From an optimization exercise on the open Yosys and OpenROAD flow, aimed at small area; shortcuts taken in it are not production practice. Power figures rest on the tool's default switching activity, not on a simulated workload.

==> flow/design.v (excerpt) <==
module top_level(input logic clk,
                 input logic strobe,
                 input logic data,
                 input logic reset,
                 output logic snes_latch,
                 output logic snes_clk,
                 output logic v_sync,
                 output logic h_sync,
                 output logic [3:0] r,
                 output logic [3:0] g,
                 output logic [3:0] b);
Settings: LEC_CHECK=0, CAP_MARGIN=20, CORE_MARGIN=2, CORE_UTILIZATION=70, PLACE_DENSITY=0.8, SLEW_MARGIN=20; clock period 10.0 ns.
standard.sh (not shown) runs the stock make flow with config.mk's settings and CLKGATE_MAP_FILE= SYNTH_SCRIPT=/design/flow/synth_recipe.tcl, a recipe that flattens the netlist after the stock synthesis.
==> flow/flow/run.sh <==
#!/bin/bash
# The standard layout (standard.sh: standard synthesis, floorplan, placement,
# routing) with these changes:
#  - after the floorplan step, combinational cells get their smallest drive strength
#    (flow/downsize.tcl); placement and routing repair size up what needs it;
#  - clock tree: clkbuf_8 buffers only, and no dummy loads at the tree's leaves;
#  - port buffers: the smallest buffer cell.
# Each tool's output goes to a log file here.
set -euo pipefail
export CTS_ARGS="-sink_clustering_enable -repair_clock_nets -dont_use_dummy_load -buf_list sky130_fd_sc_hd__clkbuf_8"
export BUFFER_PORTS_ARGS="-buffer_cell sky130_fd_sc_hd__buf_1"
bash standard.sh floorplan > flow_make_floorplan.log 2>&1
export RES=orfs/results/$FLOW_PLATFORM/top_level/base
openroad -no_init -exit flow/downsize.tcl > flow_downsize.log 2>&1
bash standard.sh finish > flow_make_finish.log 2>&1
==> flow/flow/downsize.tcl <==
# Give every combinational cell of the synthesized netlist the smallest drive strength
# of its kind; the later repair steps size up whatever then needs more drive.
read_db $::env(RES)/2_floorplan.odb
set db [ord::get_db]
set n 0
foreach inst [[ord::get_db_block] getInsts] {
  set mn [[$inst getMaster] getName]
  if {![regexp {^(sky130_fd_sc_hd__[a-z0-9]+)_([0-9]+)$} $mn -> base drv]} { continue }
  if {[regexp {df|dl|clk|tap|fill|decap|conb|diode} $base]} { continue }
  foreach d {0 1 2} {
    if {$d >= $drv} { break }
    set m [$db findMaster ${base}_$d]
    if {$m ne "NULL" && $m ne ""} {
      if {[$inst swapMaster $m]} { incr n }
      break
    }
  }
}
puts "downsized $n cells"
write_db $::env(RES)/2_floorplan.odb
The baseline finished with timing, DRC and antenna clean.
Then changed:
--- a/flow/flow/run.sh
+++ b/flow/flow/run.sh
@@ -4,9 +4,9 @@
 #  - after the floorplan step, combinational cells get their smallest drive strength
 #    (flow/downsize.tcl); placement and routing repair size up what needs it;
-#  - clock tree: clkbuf_8 buffers only, and no dummy loads at the tree's leaves;
+#  - clock tree: clkbuf_4 buffers only, and no dummy loads at the tree's leaves;
 #  - port buffers: the smallest buffer cell.
 # Each tool's output goes to a log file here.
 set -euo pipefail
-export CTS_ARGS="-sink_clustering_enable -repair_clock_nets -dont_use_dummy_load -buf_list sky130_fd_sc_hd__clkbuf_8"
+export CTS_ARGS="-sink_clustering_enable -repair_clock_nets -dont_use_dummy_load -buf_list sky130_fd_sc_hd__clkbuf_4"
 export BUFFER_PORTS_ARGS="-buffer_cell sky130_fd_sc_hd__buf_1"
 bash standard.sh floorplan > flow_make_floorplan.log 2>&1
--- a/flow/config.mk
+++ b/flow/config.mk
@@ -8,5 +8,5 @@
 export CAP_MARGIN = 20
 export CORE_MARGIN = 2
-export CORE_UTILIZATION = 70
-export PLACE_DENSITY = 0.8
+export CORE_UTILIZATION = 80
+export PLACE_DENSITY = 0.95
 export SLEW_MARGIN = 20
The new run finished clean.
Clock-buffer cell count does not change.
Cell area went down by 1.5%.
Combinational power climbs by about 1%.
Total power is lower by 8.4%.
Via count is higher by 7.3%.
Wire length rose by 16%.
Sequential share of layout area went up by 0.63 points.
First-iteration DRC count climbs by 50%.
Then changed:
--- a/flow/config.mk
+++ b/flow/config.mk
@@ -6,7 +6,8 @@
 export NUM_CORES = 4
 export LEC_CHECK = 0
+export ABC_AREA = 1
 export CAP_MARGIN = 20
 export CORE_MARGIN = 2
-export CORE_UTILIZATION = 80
-export PLACE_DENSITY = 0.95
+export CORE_UTILIZATION = 70
+export PLACE_DENSITY = 0.8
 export SLEW_MARGIN = 20
The new run finished clean.
Sequential cell count is unchanged.
Non-clock buffer count fell by 3.
Via count fell by 3.1%.
Setup slack improved by 0.35 ns.
Power fell by 8.3%.
Final area stays flat.
Core utilization fell by 9.5 points.
Wire length fell by 17%.
No functional check of the RTL was part of any run of this note.

==> port drivers added, routing unchanged <==
The results above use ideal ports. As a check the final layouts listed here were re-extracted and re-timed, cells and wires unchanged. Step 1 sets driving cells, clkbuf_16 on the clock port and buf_2 on the other inputs (assumed; they add their load-dependent delay and slew). Step 2 moves the port delays by t, midway between the first and last clock arrival at a register: inputs arrive t later, outputs are due t later. That takes back most of the time a late clock gives input paths. a / b / c = no drivers / after step 1 / after step 2; a / b = the first two.
run	shift t [ns]	setup WS [ns]	latest minus earliest clock arrival (ns)
the first run	0.458	3.143 / 3.143 / 3.143	0.020 / 0.021
the second run	0.520	2.838 / 2.838 / 2.838	0.051 / 0.051
the third run	0.557	3.188 / 3.188 / 3.188	0.034 / 0.035
After both steps setup and hold are still met in every run listed.
